What follows belongs to an exercise in optimizing a design on an open flow for small area; a production flow would make more cautious choices. At most, simulation tests tie the RTL to the original design; equivalence was not proved. Power and IR drop assume default switching activity.

==> run H <==
## DE2_115_Project_Top
module DE2_115_Project_Top (
    input  wire        CLOCK_50,
    input  wire        RST,       
    input  wire [3:0]  KEY,       
    input  wire [17:0] SW,
    output wire [7:0]  LCD_DATA,
    output wire        LCD_RS,
    output wire        LCD_RW,
    output wire        LCD_EN,
    output wire        LCD_ON,
    output wire        LCD_BLON
);
    assign LCD_ON   = 1'b1;
    assign LCD_BLON = 1'b1;
    assign LCD_RW   = 1'b0;
    wire clk = CLOCK_50;
    reg kp_last, ks_last;
    always @(posedge clk) begin
        kp_last <= ~KEY[0];
        ks_last <= ~KEY[1];
    end
    wire power_rel = kp_last & KEY[0];
    wire send_rel  = ks_last & KEY[1];
    wire        start;           
    wire        booting;
    wire [4:0]  cp;
    wire        m_splash, m_blank;
    wire        digit_wr;
    wire [7:0]  chr;
    reg  [2:0]  op_l;
    reg  [3:0]  rd_l;
    reg  [3:0]  ra_l;         
    reg  [6:0]  im_l;         
    always @(posedge clk) begin
        if (start) begin
            op_l <= SW[17:15];
            rd_l <= SW[14:11];
            ra_l <= (SW[17:15] == 3'd7) ? SW[14:11] : SW[10:7];
            im_l <= SW[6:0];
        end
        if (RST) op_l <= 3'd0;
    end
    wire        sign_q;
    wire [3:0]  cntd;
    lcd_seq u_seq (
        .clk(clk), .rst(RST), .power_rel(power_rel), .send_rel(send_rel),
        .chr(chr), .op_clear(op_l == 3'd6),
        .start(start), .booting(booting), .cp(cp), .m_splash(m_splash), .m_blank(m_blank),
        .digit_wr(digit_wr),
  ...
==> module serial_cpu, before the edit <==
module serial_cpu (
    input  wire       clk,
    input  wire       rst,
    input  wire       start,
    input  wire       clr,
    input  wire [2:0] op,
    input  wire [3:0] rd,
    input  wire [3:0] ra,
    input  wire [6:0] im,
    input  wire [4:0] cp,
    input  wire       digit_wr,
    output reg        sign_q,
    output reg  [3:0] cntd
);
    localparam [2:0] OP_LOAD = 3'd0, OP_ADD = 3'd1, OP_ADDI = 3'd2, OP_SUB = 3'd3,
                     OP_SUBI = 3'd4, OP_MUL = 3'd5, OP_CLEAR = 3'd6, OP_DPL = 3'd7;
    localparam [3:0] ES_WB = 4'd6, ES_ABS = 4'd7, ES_SUB = 4'd8, ES_REST = 4'd9,
                     ES_DONE = 4'd10, ES_WAIT = 4'd15;
    reg  [3:0]   ph;          
    reg  [3:0]   tr;          
    reg  [255:0] rf;
    reg  [15:0]  sc;
    reg          dly, cy;
    reg  [3:0]   es;
    wire ph0  = (ph == 4'd0);
    wire ph15 = (ph == 4'd15);
    wire addsub = (op == OP_ADD) || (op == OP_SUB);
    wire [3:0] need = (es == ES_WB) ? rd : (es == 4'd5 && addsub) ? im[6:3] : ra;
    wire run  = (es[3] && !(es == ES_WAIT)) || es == ES_ABS || (tr == need);
    wire port = rf[0];
    wire imbit = (ph[3:1] == 3'd0) ? im[ph[0]] :
                 (ph[3:1] == 3'd1) ? im[{2'b01, ph[0]}] :
                 (ph[3:1] == 3'd2) ? im[{2'b10, ph[0]}] : 1'b0;
    reg [15:0] kval;
    always @(*) begin
        if (cp[4:2] == 3'b111)
            case (cp[1:0])
                2'd0: kval = 16'd1000;
                2'd1: kval = 16'd100;
                2'd2: kval = 16'd10;
                default: kval = 16'd1;
            endcase
        else
            kval = 16'd10000;
    end
    wire kbit = kval[ph];
    reg mulbit;
    always @(*) begin
        case (es[2:0])
            3'd0: mulbit = im[5];
            3'd1: mulbit = im[4];
            3'd2: mulbit = im[3];
            3'd3: mulbit = im[2];
            3'd4: mulbit = im[1];
            default: mulbit = im[0];
        endcase
    end
    reg a_in, b_in, sub;
    always @(*) begin
        a_in = sc[0]; b_in = 1'b0; sub = 1'b0;
        if (!run) begin
            a_in = sc[0];
        end else if (es <= 4'd5) begin
            if (op == OP_MUL) begin
                a_in = (es == 4'd0) ? 1'b0 : (dly & ~ph0);
                b_in = mulbit & port;
                sub  = im[6];
            end else if (es != 4'd5) begin
                a_in = 1'b0;
                b_in = (op == OP_LOAD) ? 1'b0 : port;
            end else begin
                a_in = sc[0];
                case (op)
                    OP_LOAD, OP_ADDI: begin b_in = imbit; sub = im[6];  end
                    OP_SUBI:          begin b_in = imbit; sub = ~im[6]; end
                    OP_ADD:           begin b_in = port;  sub = 1'b0;   end
                    OP_SUB:           begin b_in = port;  sub = 1'b1;   end
                    default:          begin b_in = 1'b0;  sub = 1'b0;   end
                endcase
            end
        end else if (es == ES_ABS) begin
            a_in = 1'b0; b_in = sc[0]; sub = sign_q;
        end else if (es == ES_SUB) begin
            b_in = kbit; sub = 1'b1;
        end else if (es == ES_REST) begin
            b_in = kbit;
        end
    end
    wire bx   = b_in ^ sub;
    wire cin  = ph0 ? sub : cy;
    wire sum  = a_in ^ bx ^ cin;
    wire cout = (a_in & bx) | (a_in & cin) | (bx & cin);
    wire wr = run && (es == ES_WB);
    always @(posedge clk) begin
        rf  <= {clr ? 1'b0 : wr ? sc[0] : rf[0], rf[255:1]};
        {tr, ph} <= {tr, ph} + 8'd1;
        sc  <= {sum, sc[15:1]};
        dly <= sc[0];
        cy  <= cout;
        if (ph15) begin
            case (es)
                ES_WAIT: es <= 4'd0;
                4'd0, 4'd1, 4'd2, 4'd3, 4'd4, 4'd5, ES_WB: if (run) es <= es + 4'd1;
                ES_ABS: begin es <= ES_SUB; end
                ES_SUB: if (cout) cntd <= cntd + 4'd1; else es <= ES_REST;
                ES_REST: es <= ES_DONE;
                default: if (cntd == 4'd15) begin es <= ES_SUB; cntd <= 4'd0; end
            endcase
            if (es == 4'd5 && run) sign_q <= sum;
        end
        if (digit_wr) cntd <= 4'd15;
        if (start) begin
            es <= ES_WAIT;
            cntd <= 4'd0;
        end
        if (rst) begin
            {tr, ph} <= 8'd0;
            es <= ES_DONE;
            cntd <= 4'd0;
        end
    end
endmodule
Settings: LEC_CHECK=0, CAP_MARGIN=20, CORE_MARGIN=2, CORE_UTILIZATION=60, CTS_BUF_LIST=sky130_fd_sc_hd__clkbuf_8, CTS_CLUSTER_DIAMETER=60, CTS_CLUSTER_SIZE=20, SLEW_MARGIN=20; clock period 20.0 ns.
standard.sh (not shown) runs the stock make flow with config.mk's settings and CLKGATE_MAP_FILE= SYNTH_SCRIPT=/design/flow/synth_recipe.tcl, a recipe that flattens the netlist after the stock synthesis.
==> flow/flow/run.sh <==
#!/bin/bash
# Own layout flow: the standard flow, except that the combinational logic
# of the standard synthesis is re-mapped for area (registers untouched), the
# ports are buffered with the smallest buffer, and the clock tree settings
# come from config.mk. Each tool's output goes to its own log file here.
set -euo pipefail
R=orfs/results/${FLOW_PLATFORM}/DE2_115_Project_Top/base

# 1. the standard synthesis
bash standard.sh synth > 1_synth_standard.log 2>&1

# 2. re-map the combinational logic for area
cp $R/1_2_yosys.v 1_2_yosys_std.v
yosys -c flow/remap.tcl > 1_remap_yosys.log 2>&1
cp 1_2_yosys_remap.v $R/1_2_yosys.v
rm -f $R/1_synth.odb

# 3. the rest of the standard flow
bash standard.sh finish "BUFFER_PORTS_ARGS=-buffer_cell sky130_fd_sc_hd__buf_1" > 2_layout_standard.log 2>&1
==> flow/flow/abc_area.script <==
strash
dch -f
map -a
topo
==> flow/flow/dont_use.txt <==
sky130_fd_sc_hd__probe_p_8 sky130_fd_sc_hd__probec_p_8 sky130_fd_sc_hd__lpflow_bleeder_1 sky130_fd_sc_hd__lpflow_clkbufkapwr_1 sky130_fd_sc_hd__lpflow_clkbufkapwr_16 sky130_fd_sc_hd__lpflow_clkbufkapwr_2 sky130_fd_sc_hd__lpflow_clkbufkapwr_4 sky130_fd_sc_hd__lpflow_clkbufkapwr_8 sky130_fd_sc_hd__lpflow_clkinvkapwr_1 sky130_fd_sc_hd__lpflow_clkinvkapwr_16 sky130_fd_sc_hd__lpflow_clkinvkapwr_2 sky130_fd_sc_hd__lpflow_clkinvkapwr_4 sky130_fd_sc_hd__lpflow_clkinvkapwr_8 sky130_fd_sc_hd__lpflow_decapkapwr_12 sky130_fd_sc_hd__lpflow_decapkapwr_3 sky130_fd_sc_hd__lpflow_decapkapwr_4 sky130_fd_sc_hd__lpflow_decapkapwr_6 sky130_fd_sc_hd__lpflow_decapkapwr_8 sky130_fd_sc_hd__lpflow_inputiso0n_1 sky130_fd_sc_hd__lpflow_inputiso0p_1 sky130_fd_sc_hd__lpflow_inputiso1n_1 sky130_fd_sc_hd__lpflow_inputiso1p_1 sky130_fd_sc_hd__lpflow_inputisolatch_1 sky130_fd_sc_hd__lpflow_isobufsrc_1 sky130_fd_sc_hd__lpflow_isobufsrc_16 sky130_fd_sc_hd__lpflow_isobufsrc_2 sky130_fd_sc_hd__lpflow_isobufsrc_4 sky130_fd_sc_hd__lpflow_isobufsrc_8 sky130_fd_sc_hd__lpflow_isobufsrckapwr_16 sky130_fd_sc_hd__lpflow_lsbuf_lh_hl_isowell_tap_1 sky130_fd_sc_hd__lpflow_lsbuf_lh_hl_isowell_tap_2 sky130_fd_sc_hd__lpflow_lsbuf_lh_hl_isowell_tap_4 sky130_fd_sc_hd__lpflow_lsbuf_lh_isowell_4 sky130_fd_sc_hd__lpflow_lsbuf_lh_isowell_tap_1 sky130_fd_sc_hd__lpflow_lsbuf_lh_isowell_tap_2 sky130_fd_sc_hd__lpflow_lsbuf_lh_isowell_tap_4 sky130_fd_sc_hd__fill_1 sky130_fd_sc_hd__fill_2 sky130_fd_sc_hd__fill_4 sky130_fd_sc_hd__fill_8 
==> flow/flow/remap.tcl <==
# Re-map the combinational logic of the standard synthesis netlist for area.
# The registers stay as they are: same cells, same instance names.
set lib $::env(FLOW_HOME)/platforms/$::env(FLOW_PLATFORM)/lib/sky130_fd_sc_hd__tt_025C_1v80.lib
set top $::env(FLOW_TOP)
set fd [open flow/dont_use.txt r]
set du {}
foreach c [split [string trim [read $fd]]] { if {$c ne ""} { lappend du -dont_use $c } }
close $fd

# cell functions from the library; the sequential cells used are black boxes
yosys read_liberty -ignore_miss_func -ignore_miss_dir $lib
set fd [open 1_2_yosys_std.v r]
set txt [read $fd]
close $fd
set seq [lsort -unique [regexp -all -inline {sky130_fd_sc_hd__(?:df|edf|sdf|sedf|dl)[a-z0-9_]*} $txt]]
yosys blackbox {*}$seq
yosys read_verilog 1_2_yosys_std.v
yosys hierarchy -top $top
yosys flatten
yosys rename -hide w:*.*
yosys opt_clean -purge
yosys opt
yosys setundef -zero
yosys abc -liberty $lib {*}$du -script flow/abc_area.script
yosys opt_clean -purge
yosys hilomap -singleton -hicell sky130_fd_sc_hd__conb_1 HI -locell sky130_fd_sc_hd__conb_1 LO
yosys opt_clean -purge
yosys stat -liberty $lib
yosys check
yosys write_verilog -noattr -nohex -nodec 1_2_yosys_remap.v
==> run P: changes against run H <==
--- a/flow/design.v
+++ b/flow/design.v
@@ -1,2 +1,26 @@
+module regfile (
+    input  wire       clk,
+    input  wire       clr,
+    input  wire       we,
+    input  wire [3:0] waddr,
+    input  wire       wdata,
+    input  wire [3:0] raddr,
+    output wire       rdata
+);
+    reg [255:0] rf;
+    wire [15:0] taps;
+    genvar gi;
+    generate for (gi = 0; gi < 16; gi = gi + 1) begin : g_tap
+        assign taps[gi] = rf[16*gi];
+    end endgenerate
+    assign rdata = taps[raddr];
+    integer ri;
+    always @(posedge clk) begin
+        for (ri = 0; ri < 16; ri = ri + 1) begin
+            rf[16*ri +: 15] <= rf[16*ri+1 +: 15];
+            rf[16*ri+15]    <= clr ? 1'b0 : ((we && waddr == ri) ? wdata : rf[16*ri]);
+        end
+    end
+endmodule
 module serial_cpu (
     input  wire       clk,
@@ -15,18 +39,17 @@
     localparam [2:0] OP_LOAD = 3'd0, OP_ADD = 3'd1, OP_ADDI = 3'd2, OP_SUB = 3'd3,
                      OP_SUBI = 3'd4, OP_MUL = 3'd5, OP_CLEAR = 3'd6, OP_DPL = 3'd7;
-    localparam [3:0] ES_WB = 4'd6, ES_ABS = 4'd7, ES_SUB = 4'd8, ES_REST = 4'd9,
-                     ES_DONE = 4'd10, ES_WAIT = 4'd15;
-    reg  [3:0]   ph;          
-    reg  [3:0]   tr;          
-    reg  [255:0] rf;
-    reg  [15:0]  sc;
-    reg          dly, cy;
-    reg  [3:0]   es;
+    localparam [3:0] ES_ABS = 4'd6, ES_SUB = 4'd7, ES_REST = 4'd8, ES_DONE = 4'd9, ES_WAIT = 4'd15;
+    reg  [3:0]  ph;
+    reg  [15:0] sc;
+    reg         dly, cy;
+    reg  [3:0]  es;
     wire ph0  = (ph == 4'd0);
     wire ph15 = (ph == 4'd15);
     wire addsub = (op == OP_ADD) || (op == OP_SUB);
-    wire [3:0] need = (es == ES_WB) ? rd : (es == 4'd5 && addsub) ? im[6:3] : ra;
-    wire run  = (es[3] && !(es == ES_WAIT)) || es == ES_ABS || (tr == need);
-    wire port = rf[0];
+    wire [3:0] raddr = (es == 4'd5 && addsub) ? im[6:3] : ra;
+    wire port;
+    wire sum;
+    wire wr = (es == 4'd5);
+    regfile u_rf (.clk(clk), .clr(clr), .we(wr), .waddr(rd), .wdata(sum), .raddr(raddr), .rdata(port));
     wire imbit = (ph[3:1] == 3'd0) ? im[ph[0]] :
                  (ph[3:1] == 3'd1) ? im[{2'b01, ph[0]}] :
@@ -59,7 +82,5 @@
     always @(*) begin
         a_in = sc[0]; b_in = 1'b0; sub = 1'b0;
-        if (!run) begin
-            a_in = sc[0];
-        end else if (es <= 4'd5) begin
+        if (es <= 4'd5) begin
             if (op == OP_MUL) begin
                 a_in = (es == 4'd0) ? 1'b0 : (dly & ~ph0);
@@ -89,10 +110,8 @@
     wire bx   = b_in ^ sub;
     wire cin  = ph0 ? sub : cy;
-    wire sum  = a_in ^ bx ^ cin;
+    assign sum = a_in ^ bx ^ cin;
     wire cout = (a_in & bx) | (a_in & cin) | (bx & cin);
-    wire wr = run && (es == ES_WB);
     always @(posedge clk) begin
-        rf  <= {clr ? 1'b0 : wr ? sc[0] : rf[0], rf[255:1]};
-        {tr, ph} <= {tr, ph} + 8'd1;
+        ph  <= ph + 4'd1;
         sc  <= {sum, sc[15:1]};
         dly <= sc[0];
@@ -101,11 +120,11 @@
             case (es)
                 ES_WAIT: es <= 4'd0;
-                4'd0, 4'd1, 4'd2, 4'd3, 4'd4, 4'd5, ES_WB: if (run) es <= es + 4'd1;
-                ES_ABS: begin es <= ES_SUB; end
+                4'd0, 4'd1, 4'd2, 4'd3, 4'd4: es <= es + 4'd1;
+                4'd5: begin es <= ES_ABS; sign_q <= sum; end
+                ES_ABS: es <= ES_SUB;
                 ES_SUB: if (cout) cntd <= cntd + 4'd1; else es <= ES_REST;
                 ES_REST: es <= ES_DONE;
                 default: if (cntd == 4'd15) begin es <= ES_SUB; cntd <= 4'd0; end
             endcase
-            if (es == 4'd5 && run) sign_q <= sum;
         end
         if (digit_wr) cntd <= 4'd15;
@@ -115,5 +134,5 @@
         end
         if (rst) begin
-            {tr, ph} <= 8'd0;
+            ph <= 4'd0;
             es <= ES_DONE;
             cntd <= 4'd0;
==> flow/run.sh (new file) <==
#!/bin/bash
# synth_recipe.tcl (not shown) runs the flow's synth.tcl, then flattens the netlist and writes it again
# the make line also repeats each setting of config.mk as NAME=value (left out here)
make -C /OpenROAD-flow-scripts/flow DESIGN_CONFIG=/design/flow/config.mk WORK_HOME=/design/flow/orfs CLKGATE_MAP_FILE= SYNTH_SCRIPT=/design/flow/synth_recipe.tcl finish
--- a/flow/config.mk
+++ b/flow/config.mk
@@ -8,7 +8,4 @@
 export CAP_MARGIN = 20
 export CORE_MARGIN = 2
-export CORE_UTILIZATION = 60
-export CTS_BUF_LIST = sky130_fd_sc_hd__clkbuf_8
-export CTS_CLUSTER_DIAMETER = 60
-export CTS_CLUSTER_SIZE = 20
+export CORE_UTILIZATION = 40
 export SLEW_MARGIN = 20
removed: flow/flow/run.sh
removed: flow/flow/abc_area.script
removed: flow/flow/dont_use.txt
removed: flow/flow/remap.tcl
removed: flow/standard.sh
==> comparison <==
Against run P, the combinational power of run H is larger by about 40%.
Global-route usage: run P is lower than run H (8.7 points).
In run P the synthesized area is higher than in run H, by 11%.
Between run H and run P, the lower setup slack is in run H (gap 0.45 ns).
Against run P, the maximum frequency of run H is lower by about 6.6%.
Against run P, the design area of run H is lower by about 15%.
Of run P and run H, run P has the higher synthesized cell count (gap 5.3%, measured against run H).
Between run H and run P, the lower flip-flop and latch count is in run P (gap 4).
In run H the first-iteration DRC count is larger than in run P, by about 13%.
==> figures <==
quantity	run P	run H
FF-to-FF path depth	16	25
Clock transition time at the flip-flop clock pins of the worst setup and hold paths	0.07 ns	0.11 ns
Chip width	169.7 µm	132.4 µm
Kind of launch point of the worst setup path	register	input port
Number of CTS-inserted buffers	34	23
Switching share of power	21.08%	23.00%
WS Path Type	register to output port	input port to register
Sequential cell area	7047 µm²	7127 µm²
Fraction of area in registers	55.55%	66.46%
Yosys warning count	5	4
Fin Clk Skew	0.01950 ns	0.01630 ns
Clock network area share	9.172%	4.014%
Wire length on met1	10,650 µm	9828 µm
Combinational-cell power consumption	0.0000350 W	0.0000498 W
Slowest cell delay on critical path	0.82 ns	0.59 ns
CORE AREA	26,950 µm²	16,000 µm²
Result of the run	no timing/DRC/antenna violations	no timing/DRC/antenna violations
Synthesized area	10,980 µm²	9887 µm²
Internal power of the cells	0.001086 W	0.0008479 W
Timing endpoint of the critical path	LCD_EN	u_seq.cp[2]
Only the layout flow was run in run P; the RTL was not checked for function there.

[afterwards: timing with drivers on the ports]
The flow's constraints put no driver on any port. The routed layouts listed below were extracted and timed again, unchanged, in two steps.
Step 1, drivers: a clkbuf_16 drives CLOCK_50 and a buf_2 each remaining input, both assumed.
Step 2 times the ports against the registers' clock, not the clock port: input delays grow and output delays shrink by t, the midpoint of the rising clock arrivals with the driver on.
Slacks: no drivers / after step 1 / after step 2; pairs: no drivers / after step 1.
| run | t (ns) | slack for setup (ns) | hold WS [ns] | worst setup path at the end | latest minus earliest clock arrival (ns) |
|---|---|---|---|---|---|
| run H | 0.575 | 13.182 / 13.189 / 12.615 | 0.327 / 0.327 / 0.327 | input to register | 0.016 / 0.017 |
| run P | 0.548 | 13.632 / 13.587 / 13.211 | 0.316 / 0.316 / 0.316 | input to register | 0.022 / 0.022 |
After both steps setup and hold are still met in every run listed. For run H, which loses most, drivers alone change the setup slack by +0.007 ns; drivers and shift together by -0.567 ns.
